What follows belongs to an exercise in optimizing a design on an open flow for small area and a short achievable clock period; a production flow would make more cautious choices. RTL that was checked went through simulation tests only; none was proved equivalent to the original. Power figures rest on the tool's default switching activity, not on a simulated workload.

==> v29 <==
==> flow/design.v <==
`timescale 1ns / 1ps
module Instruction_Fetch( clk,
                          reset,
                          pc
                        );
    input clk;
    input reset;
    output [31:0] pc;
    reg [31:2] pc_q;
    wire [31:2] pfx [0:5];
    assign pfx[0] = pc_q;
    genvar l, i;
    generate
        for (l = 0; l < 5; l = l + 1) begin : lvl
            for (i = 2; i < 32; i = i + 1) begin : bit_
                if (((i - 2) >> l) & 1)
                    assign pfx[l+1][i] = pfx[l][i] & pfx[l][((((i - 2) >> l) << l) - 1) + 2];
                else
                    assign pfx[l+1][i] = pfx[l][i];
            end
        end
    endgenerate
    wire [31:2] carry = {pfx[5][30:2], 1'b1};
    always @(posedge clk or posedge reset) begin
        if (reset)
            pc_q <= 30'd0;
        else
            pc_q <= pc_q ^ carry;
    end
    assign pc = {pc_q, 2'b00};
endmodule
`timescale 1ns / 1ps
module Instruction_decode( instruction,
                           rs1,
                           rs2,
                           rd,
                           is_imm,
                           inv,
                           sel_add,
                           sel_slt,
                           sel_sltu,
                           sel_xor,
                           sel_or,
                           sel_and,
                           sel_sll,
                           sel_sr,
                           arith,
                           imm
                        );
    input [31:0] instruction;
    output [4:0] rs1;
    output [4:0] rs2;
    output [4:0] rd;
    output is_imm;                       
    output inv;                          
    output sel_add, sel_slt, sel_sltu, sel_xor, sel_or, sel_and, sel_sll, sel_sr;
    output arith;                        
    output [31:0] imm;
    wire [6:0] opcode = instruction[6:0];
    wire [2:0] funct3 = instruction[14:12];
    wire [6:0] funct7 = instruction[31:25];
    assign rd  = instruction[11:7];
    assign rs1 = instruction[19:15];
    assign rs2 = instruction[24:20];
    assign imm = {{20{instruction[31]}}, instruction[31:20]};
    wire op_i = (opcode == 7'b0010011);
    wire op_r = (opcode == 7'b0110011);
    wire f7_0 = (funct7 == 7'b0000000);
    wire f7_s = (funct7 == 7'b0100000);
    wire base = op_i | (op_r & f7_0);    
    assign is_imm   = op_i;
    assign sel_add  = (funct3 == 3'b000) & (op_i | (op_r & (f7_0 | f7_s)));
    assign sel_slt  = (funct3 == 3'b010) & base;
    assign sel_sltu = (funct3 == 3'b011) & base;
    assign sel_xor  = (funct3 == 3'b100) & base;
    assign sel_or   = (funct3 == 3'b110) & base;
    assign sel_and  = (funct3 == 3'b111) & base;
    assign sel_sll  = (funct3 == 3'b001) & base;
    assign sel_sr   = (funct3 == 3'b101) & (op_i | op_r) & (f7_0 | f7_s);
    assign arith    = f7_s;
    assign inv      = ((funct3 == 3'b000) & op_r & f7_s) | sel_slt | sel_sltu;
endmodule
`timescale 1ns / 1ps
module Register_File( clk,
                      rs1,
                      rs2,
                      rd,
                      rd1,
                      rd2,
                      wd
                    );
    input clk;
    input [4:0] rs1;
    input [4:0] rs2;
    input [4:0] rd;                                                          
    input [31:0] wd;
    output reg [31:0] rd1;
    output reg [31:0] rd2;
    wire [32*32-1:0] q;
    assign q[31:0] = 32'd0;
    genvar g;
    generate
        for (g = 1; g < 32; g = g + 1) begin : x
            reg [31:0] r;
            always @(posedge clk)
                if (rd == g)
                    r <= wd;
            assign q[32*g +: 32] = r;
        end
    endgenerate
    integer k;
    always @(*) begin
        rd1 = 32'd0;
        rd2 = 32'd0;
        for (k = 1; k < 32; k = k + 1) begin
            rd1 = rd1 | ({32{rs1 == k}} & q[32*k +: 32]);
            rd2 = rd2 | ({32{rs2 == k}} & q[32*k +: 32]);
        end
    end
endmodule
`timescale 1ns / 1ps
module Execution_Unit_ALU( op1,
                           op2,
                           inv,
                           sel_add,
                           sel_slt,
                           sel_sltu,
                           sel_xor,
                           sel_or,
                           sel_and,
                           sel_sll,
                           sel_sr,
                           sh1,
                           sh2,
                           sh3,
                           sra,
                           result
                         );
    input [31:0] op1;
    input [31:0] op2;
    input inv;
    input sel_add, sel_slt, sel_sltu, sel_xor, sel_or, sel_and, sel_sll, sel_sr;
    input [7:0] sh1;                     
    input [3:0] sh2;                     
    input [1:0] sh3;                     
    input sra;                           
    output [31:0] result;
    wire [33:0] sum_x = {1'b0, op1, 1'b1} + {1'b0, op2, inv};
    wire [31:0] sum = sum_x[32:1];
    wire cout = sum_x[33];
    wire sltu = ~cout;
    wire slt  = cout ^ op1[31] ^ op2[31];
    wire fill = sra & op1[31];          
    reg [31:0] t1, t2, t3, rev;
    integer i, k;
    always @(*) begin
        for (i = 0; i < 32; i = i + 1) begin
            t1[i] = 1'b0;
            for (k = 0; k < 4; k = k + 1) begin
                t1[i] = t1[i] | (sh1[k]   & ((i + k < 32) ? op1[i + k] : fill))
                              | (sh1[4+k] & ((i + k < 32) ? op1[31 - i - k] : 1'b0));
            end
        end
        for (i = 0; i < 32; i = i + 1) begin
            t2[i] = 1'b0;
            for (k = 0; k < 4; k = k + 1)
                t2[i] = t2[i] | (sh2[k] & ((i + 4*k < 32) ? t1[i + 4*k] : fill));
        end
        for (i = 0; i < 32; i = i + 1) begin
            t3[i] = (sh3[0] & t2[i]) | (sh3[1] & ((i + 16 < 32) ? t2[i + 16] : fill));
            rev[31 - i] = t3[i];
        end
    end
    assign result = ({32{sel_add}} & sum[31:0])
                  | ({32{sel_xor}} & (op1 ^ op2))
                  | ({32{sel_or}}  & (op1 | op2))
                  | ({32{sel_and}} & (op1 & op2))
                  | ({32{sel_sr}}  & t3)
                  | ({32{sel_sll}} & rev)
                  | {31'd0, (sel_slt & slt) | (sel_sltu & sltu)};
endmodule
`timescale 1ns / 1ps
module Top_Phase1( clk,
            reset,
            imem_data,
            pc,
            wb_rd,
            wb_data
    );
    input clk;
    input reset;
    input [31:0] imem_data;                                              
    output [31:0] pc;                                                    
    output [4:0] wb_rd;                                                  
    output [31:0] wb_data;                                               
    Instruction_Fetch IF( .clk(clk),
                          .reset(reset),
                          .pc(pc)
                        );
    wire [4:0] n_rs1, n_rs2, n_rd;
    wire n_is_imm, n_inv;
    wire n_add, n_slt, n_sltu, n_xor, n_or, n_and, n_sll, n_sr, n_arith;
    wire [31:0] n_imm;
    Instruction_decode ID( .instruction(imem_data),
                           .rs1(n_rs1),
                           .rs2(n_rs2),
                           .rd(n_rd),
                           .is_imm(n_is_imm),
                           .inv(n_inv),
                           .sel_add(n_add),
                           .sel_slt(n_slt),
                           .sel_sltu(n_sltu),
                           .sel_xor(n_xor),
                           .sel_or(n_or),
                           .sel_and(n_and),
                           .sel_sll(n_sll),
                           .sel_sr(n_sr),
                           .arith(n_arith),
                           .imm(n_imm)
                         );
    reg [4:0]  rd_q;                                                     
    reg [31:0] a_q, b_q;                                                 
    reg inv_q, add_q, slt_q, sltu_q, xor_q, or_q, and_q, sll_q, sr_q, sra_q;
    reg [7:0] sh1_q;
    reg [3:0] sh2_q;
    reg [1:0] sh3_q;
    wire [31:0] alu_result;
    wire [31:0] rf1, rf2;
    Register_File RF( .clk(clk),
                      .rs1(n_rs1),
                      .rs2(n_rs2),
                      .rd(rd_q),
                      .rd1(rf1),
                      .rd2(rf2),
                      .wd(alu_result)
                    );
    wire byp1 = (rd_q != 5'd0) && (n_rs1 == rd_q);
    wire byp2 = (rd_q != 5'd0) && (n_rs2 == rd_q) && !n_is_imm;
    wire [31:0] a_d = byp1 ? alu_result : rf1;
    wire [31:0] b_slow = (n_is_imm ? n_imm : rf2) ^ {32{n_inv}};
    wire [31:0] b_d = byp2 ? (alu_result ^ {32{n_inv}}) : b_slow;
    wire [4:0] shamt = n_is_imm ? n_imm[4:0] : (byp2 ? alu_result[4:0] : rf2[4:0]);
    always @(posedge clk or posedge reset) begin
        if (reset)
            rd_q <= 5'd0;
        else
            rd_q <= n_rd;
    end
    integer j;
    always @(posedge clk) begin
        a_q    <= a_d;
        b_q    <= b_d;
        inv_q  <= n_inv;
        add_q  <= n_add;
        slt_q  <= n_slt;
        sltu_q <= n_sltu;
        xor_q  <= n_xor;
        or_q   <= n_or;
        and_q  <= n_and;
        sll_q  <= n_sll;
        sr_q   <= n_sr;
        sra_q  <= n_sr & n_arith;
        for (j = 0; j < 4; j = j + 1) begin
            sh1_q[j]   <= !n_sll && (shamt[1:0] == j);
            sh1_q[4+j] <=  n_sll && (shamt[1:0] == j);
            sh2_q[j]   <= (shamt[3:2] == j);
        end
        sh3_q[0] <= !shamt[4];
        sh3_q[1] <=  shamt[4];
    end
    Execution_Unit_ALU ALU( .op1(a_q),
                            .op2(b_q),
                            .inv(inv_q),
                            .sel_add(add_q),
                            .sel_slt(slt_q),
                            .sel_sltu(sltu_q),
                            .sel_xor(xor_q),
                            .sel_or(or_q),
                            .sel_and(and_q),
                            .sel_sll(sll_q),
                            .sel_sr(sr_q),
                            .sh1(sh1_q),
                            .sh2(sh2_q),
                            .sh3(sh3_q),
                            .sra(sra_q),
                            .result(alu_result)
                          );
    assign wb_rd   = rd_q;
    assign wb_data = alu_result;
endmodule
==> flow/run.sh <==
#!/bin/bash
# synth_recipe.tcl (not shown) runs the flow's synth.tcl, then flattens the netlist and writes it again
# the make line also repeats each setting of config.mk as NAME=value (left out here)
make -C /OpenROAD-flow-scripts/flow DESIGN_CONFIG=/design/flow/config.mk WORK_HOME=/design/flow/orfs CLKGATE_MAP_FILE= SYNTH_SCRIPT=/design/flow/synth_recipe.tcl finish
==> flow/config.mk <==
export PLATFORM = sky130hd
export DESIGN_NAME = Top_Phase1
export DESIGN_NICKNAME = Top_Phase1
export VERILOG_FILES = /design/flow/design.v
export SDC_FILE = /design/flow/constraint.sdc
export NUM_CORES = 4
export LEC_CHECK = 0
export CAP_MARGIN = 20
export CORE_MARGIN = 2
export CORE_UTILIZATION = 40
export SETUP_SLACK_MARGIN = 5
export SLEW_MARGIN = 20
export TNS_END_PERCENT = 100
==> flow/constraint.sdc <==
create_clock -name core_clock -period 10.0 [get_ports {clk}]
set_input_delay 2.0000 -clock core_clock [delete_from_list [all_inputs] [get_ports {clk}]]
set_output_delay 2.0000 -clock core_clock [all_outputs]
set_load 0.01 [all_outputs]
==> inputs of v3, as changes to v29 <==
--- a/flow/design.v
+++ b/flow/design.v
@@ -119,12 +119,12 @@
     end
 endmodule
 `timescale 1ns / 1ps
-module Execution_Unit_ALU( op1,
-                           op2,
+module Execution_Unit_ALU( gen,
+                           prop,
                            inv,
+                           cmp1,
+                           cmp0,
                            sel_add,
-                           sel_slt,
-                           sel_sltu,
                            sel_xor,
                            sel_or,
                            sel_and,
@@ -132,52 +132,65 @@
                            sel_sr,
                            sh1,
                            sh2,
-                           sh3,
-                           sra,
+                           fill,
                            result
                          );
-    input [31:0] op1;
-    input [31:0] op2;
+    input [31:0] gen;
+    input [31:0] prop;
     input inv;
-    input sel_add, sel_slt, sel_sltu, sel_xor, sel_or, sel_and, sel_sll, sel_sr;
-    input [7:0] sh1;                     
-    input [3:0] sh2;                     
-    input [1:0] sh3;                     
-    input sra;                           
+    input cmp1;                          
+    input cmp0;                          
+    input sel_add, sel_xor, sel_or, sel_and, sel_sll, sel_sr;
+    input [31:0] sh1;                    
+    input [7:0] sh2;                     
+    input fill;                          
     output [31:0] result;
-    wire [33:0] sum_x = {1'b0, op1, 1'b1} + {1'b0, op2, inv};
-    wire [31:0] sum = sum_x[32:1];
-    wire cout = sum_x[33];
-    wire sltu = ~cout;
-    wire slt  = cout ^ op1[31] ^ op2[31];
-    wire fill = sra & op1[31];          
-    reg [31:0] t1, t2, t3, rev;
+    wire [32:0] c;                       
+    Carry_Prefix CP( .g(gen), .p(prop), .cin(inv), .c(c) );
+    wire [31:0] sum = prop ^ c[31:0];
+    wire cmp = c[32] ? cmp1 : cmp0;
+    reg [31:0] u, rev;
     integer i, k;
     always @(*) begin
         for (i = 0; i < 32; i = i + 1) begin
-            t1[i] = 1'b0;
-            for (k = 0; k < 4; k = k + 1) begin
-                t1[i] = t1[i] | (sh1[k]   & ((i + k < 32) ? op1[i + k] : fill))
-                              | (sh1[4+k] & ((i + k < 32) ? op1[31 - i - k] : 1'b0));
-            end
-        end
-        for (i = 0; i < 32; i = i + 1) begin
-            t2[i] = 1'b0;
-            for (k = 0; k < 4; k = k + 1)
-                t2[i] = t2[i] | (sh2[k] & ((i + 4*k < 32) ? t1[i + 4*k] : fill));
-        end
-        for (i = 0; i < 32; i = i + 1) begin
-            t3[i] = (sh3[0] & t2[i]) | (sh3[1] & ((i + 16 < 32) ? t2[i + 16] : fill));
-            rev[31 - i] = t3[i];
+            u[i] = 1'b0;
+            for (k = 0; k < 8; k = k + 1)
+                u[i] = u[i] | (sh2[k] & ((i + 4*k < 32) ? sh1[i + 4*k] : fill));
+            rev[31 - i] = u[i];
         end
     end
-    assign result = ({32{sel_add}} & sum[31:0])
-                  | ({32{sel_xor}} & (op1 ^ op2))
-                  | ({32{sel_or}}  & (op1 | op2))
-                  | ({32{sel_and}} & (op1 & op2))
-                  | ({32{sel_sr}}  & t3)
+    assign result = ({32{sel_add}} & sum)
+                  | ({32{sel_xor}} & prop)
+                  | ({32{sel_or}}  & (prop | gen))
+                  | ({32{sel_and}} & gen)
+                  | ({32{sel_sr}}  & u)
                   | ({32{sel_sll}} & rev)
-                  | {31'd0, (sel_slt & slt) | (sel_sltu & sltu)};
+                  | {31'd0, cmp};
+endmodule
+module Carry_Prefix( g, p, cin, c );
+    input [31:0] g;
+    input [31:0] p;
+    input cin;
+    output [32:0] c;
+    wire [32:0] gg [0:6];
+    wire [32:0] pp [0:6];
+    assign gg[0] = {g, cin};
+    assign pp[0] = {p, 1'b0};
+    genvar l, i;
+    generate
+        for (l = 0; l < 6; l = l + 1) begin : lvl
+            for (i = 0; i <= 32; i = i + 1) begin : b_
+                if (i >= (1 << l)) begin
+                    assign gg[l+1][i] = gg[l][i] | (pp[l][i] & gg[l][i - (1 << l)]);
+                    assign pp[l+1][i] = pp[l][i] & pp[l][i - (1 << l)];
+                end else begin
+                    assign gg[l+1][i] = gg[l][i];
+                    assign pp[l+1][i] = pp[l][i];
+                end
+            end
+        end
+    endgenerate
+    assign c = gg[6];
 endmodule
 `timescale 1ns / 1ps
 module Top_Phase1( clk,
@@ -219,11 +232,11 @@
                            .imm(n_imm)
                          );
     reg [4:0]  rd_q;                                                     
-    reg [31:0] a_q, b_q;                                                 
-    reg inv_q, add_q, slt_q, sltu_q, xor_q, or_q, and_q, sll_q, sr_q, sra_q;
-    reg [7:0] sh1_q;
-    reg [3:0] sh2_q;
-    reg [1:0] sh3_q;
+    reg [31:0] sh1_q;                                                    
+    reg [7:0] sh2_q;                                                     
+    reg fill_q;                                                          
+    reg [31:0] g_q, p_q;                                                 
+    reg inv_q, cmp1_q, cmp0_q, add_q, xor_q, or_q, and_q, sll_q, sr_q;
     wire [31:0] alu_result;
     wire [31:0] rf1, rf2;
     Register_File RF( .clk(clk),
@@ -246,34 +259,43 @@
         else
             rd_q <= n_rd;
     end
+    wire sx = a_d[31] ^ b_d[31];
+    wire n_fill = n_sr & n_arith & a_d[31];
+    reg [31:0] x, t1;
+    integer i, k;
+    always @(*) begin
+        for (i = 0; i < 32; i = i + 1)
+            x[i] = n_sll ? a_d[31 - i] : a_d[i];
+        for (i = 0; i < 32; i = i + 1) begin
+            t1[i] = 1'b0;
+            for (k = 0; k < 4; k = k + 1)
+                t1[i] = t1[i] | ((shamt[1:0] == k) & ((i + k < 32) ? x[i + k] : n_fill));
+        end
+    end
     integer j;
     always @(posedge clk) begin
-        a_q    <= a_d;
-        b_q    <= b_d;
+        sh1_q  <= t1;
+        fill_q <= n_fill;
+        for (j = 0; j < 8; j = j + 1)
+            sh2_q[j] <= (shamt[4:2] == j);
+        g_q    <= a_d & b_d;
+        p_q    <= a_d ^ b_d;
         inv_q  <= n_inv;
+        cmp1_q <= n_slt & !sx;
+        cmp0_q <= (n_slt & sx) | n_sltu;
         add_q  <= n_add;
-        slt_q  <= n_slt;
-        sltu_q <= n_sltu;
         xor_q  <= n_xor;
         or_q   <= n_or;
         and_q  <= n_and;
         sll_q  <= n_sll;
         sr_q   <= n_sr;
-        sra_q  <= n_sr & n_arith;
-        for (j = 0; j < 4; j = j + 1) begin
-            sh1_q[j]   <= !n_sll && (shamt[1:0] == j);
-            sh1_q[4+j] <=  n_sll && (shamt[1:0] == j);
-            sh2_q[j]   <= (shamt[3:2] == j);
-        end
-        sh3_q[0] <= !shamt[4];
-        sh3_q[1] <=  shamt[4];
     end
-    Execution_Unit_ALU ALU( .op1(a_q),
-                            .op2(b_q),
+    Execution_Unit_ALU ALU( .gen(g_q),
+                            .prop(p_q),
                             .inv(inv_q),
+                            .cmp1(cmp1_q),
+                            .cmp0(cmp0_q),
                             .sel_add(add_q),
-                            .sel_slt(slt_q),
-                            .sel_sltu(sltu_q),
                             .sel_xor(xor_q),
                             .sel_or(or_q),
                             .sel_and(and_q),
@@ -281,8 +303,7 @@
                             .sel_sr(sr_q),
                             .sh1(sh1_q),
                             .sh2(sh2_q),
-                            .sh3(sh3_q),
-                            .sra(sra_q),
+                            .fill(fill_q),
                             .result(alu_result)
                           );
     assign wb_rd   = rd_q;
- CAP_MARGIN: 20 -> 30
- CORE_UTILIZATION: 40 -> 45
- CTS_CLUSTER_DIAMETER: default -> 100
- CTS_CLUSTER_SIZE: default -> 20
- SLEW_MARGIN: 20 -> 30
- TNS_END_PERCENT: 100 -> 5
==> inputs of v25, as changes to v29 <==
--- a/flow/design.v
+++ b/flow/design.v
@@ -145,9 +145,8 @@
     input [1:0] sh3;                     
     input sra;                           
     output [31:0] result;
-    wire [33:0] sum_x = {1'b0, op1, 1'b1} + {1'b0, op2, inv};
-    wire [31:0] sum = sum_x[32:1];
-    wire cout = sum_x[33];
+    wire [32:0] sum = {1'b0, op1} + {1'b0, op2} + {32'd0, inv};
+    wire cout = sum[32];
     wire sltu = ~cout;
     wire slt  = cout ^ op1[31] ^ op2[31];
     wire fill = sra & op1[31];          
- SETUP_SLACK_MARGIN: 5 -> default
- TNS_END_PERCENT: 100 -> default
==> summary.txt <==
metric	v29	v25	v3
Wire length of the first global-routing pass	361.8 mm	339.0 mm	357.5 mm
Power attributed to the clock group	4350 uW	4330 uW	2970 uW
Inserted Diodes	14	6	19
Share of the final layout cell area in multi-input gates	30.07%	30.42%	31.15%
Storage element area	32570 um2	32430 um2	33010 um2
Post-DP HPWL	139.2 mm	136.9 mm	153.4 mm
Placer's final routability congestion estimate	0.9970	0.9714	0.9971
Final #Nets	4494	4058	4444
Setup Crit Path Kind	reg -> out	reg -> out	reg -> reg
Proportion of netlist area held by the largest area contributor	58.44%	58.32%	57.61%
Sequential element share of the synthesized area	63.62%	63.49%	63.72%
Total power divided by cell area	178.5 nW/um2	185.9 nW/um2	163.7 nW/um2
Combinational power	2000 uW	1240 uW	1410 uW
Post-synth cell types	77	86	92
DR vias/cell	7.861	7.805	7.949
Comb power frac	17.2%	11.4%	14.2%
Status	finished clean	finished clean	finished clean
Share of cell area taken by flip-flops and latches	50.08%	55.47%	54.55%
Final standard cell area without fillers	65040 um2	58470 um2	60500 um2
CP dominant cell by count	-	sky130_fd_sc_hd__a21o_1	sky130_fd_sc_hd__buf_4
Share of post-route cells with drive strength above 1	27.37%	11.78%	17.08%
CP max stage delay	430 ps	1060 ps	480 ps
Number of iterations in the first detailed-routing pass	22	14	17
Buffers inserted by post-CTS timing repair	246	0	126
Number of clock buffers inserted by TritonCTS	112	111	68
Only the layout flow was run in v25; the RTL was not checked for function there.

==> afterwards: timing with drivers on the ports <==
The flow's constraints put no driver on any port. The routed layouts listed below were extracted and timed again, unchanged, in two steps. Step 1 (the two cells are an assumption about what drives the block):
set clk [get_ports {clk}]
set_driving_cell -lib_cell sky130_fd_sc_hd__clkbuf_16 $clk
set_driving_cell -lib_cell sky130_fd_sc_hd__buf_2 [delete_from_list [all_inputs] $clk]
Step 2 also shifts input and output timing later by t, the mid clock arrival at the registers, as if the neighbouring blocks saw the same clock. Slacks: ideal ports / drivers / drivers and shift; pairs: ideal ports / drivers.
| run | t (ns) | slack for setup (ns) | worst hold slack (ns) | clock arrival spread, ns | cell pins on the clock port's net |
|---|---|---|---|---|---|
| v29 | 0.821 | 4.345 / 4.269 / 4.070 | 0.447 / 0.447 / 0.447 | 0.038 / 0.038 | 1 |
| v3 | 0.764 | 4.614 / 4.533 / 4.103 | 0.476 / 0.476 / 0.476 | 0.041 / 0.041 | 1 |
| v25 | 0.802 | 2.636 / 2.559 / 3.361 | 0.461 / 0.461 / 0.461 | 0.035 / 0.036 | 1 |
After both steps setup and hold are still met in every run listed. The setup slack of v3, which loses most, moves by -0.081 ns with the drivers and by -0.511 ns with both steps.
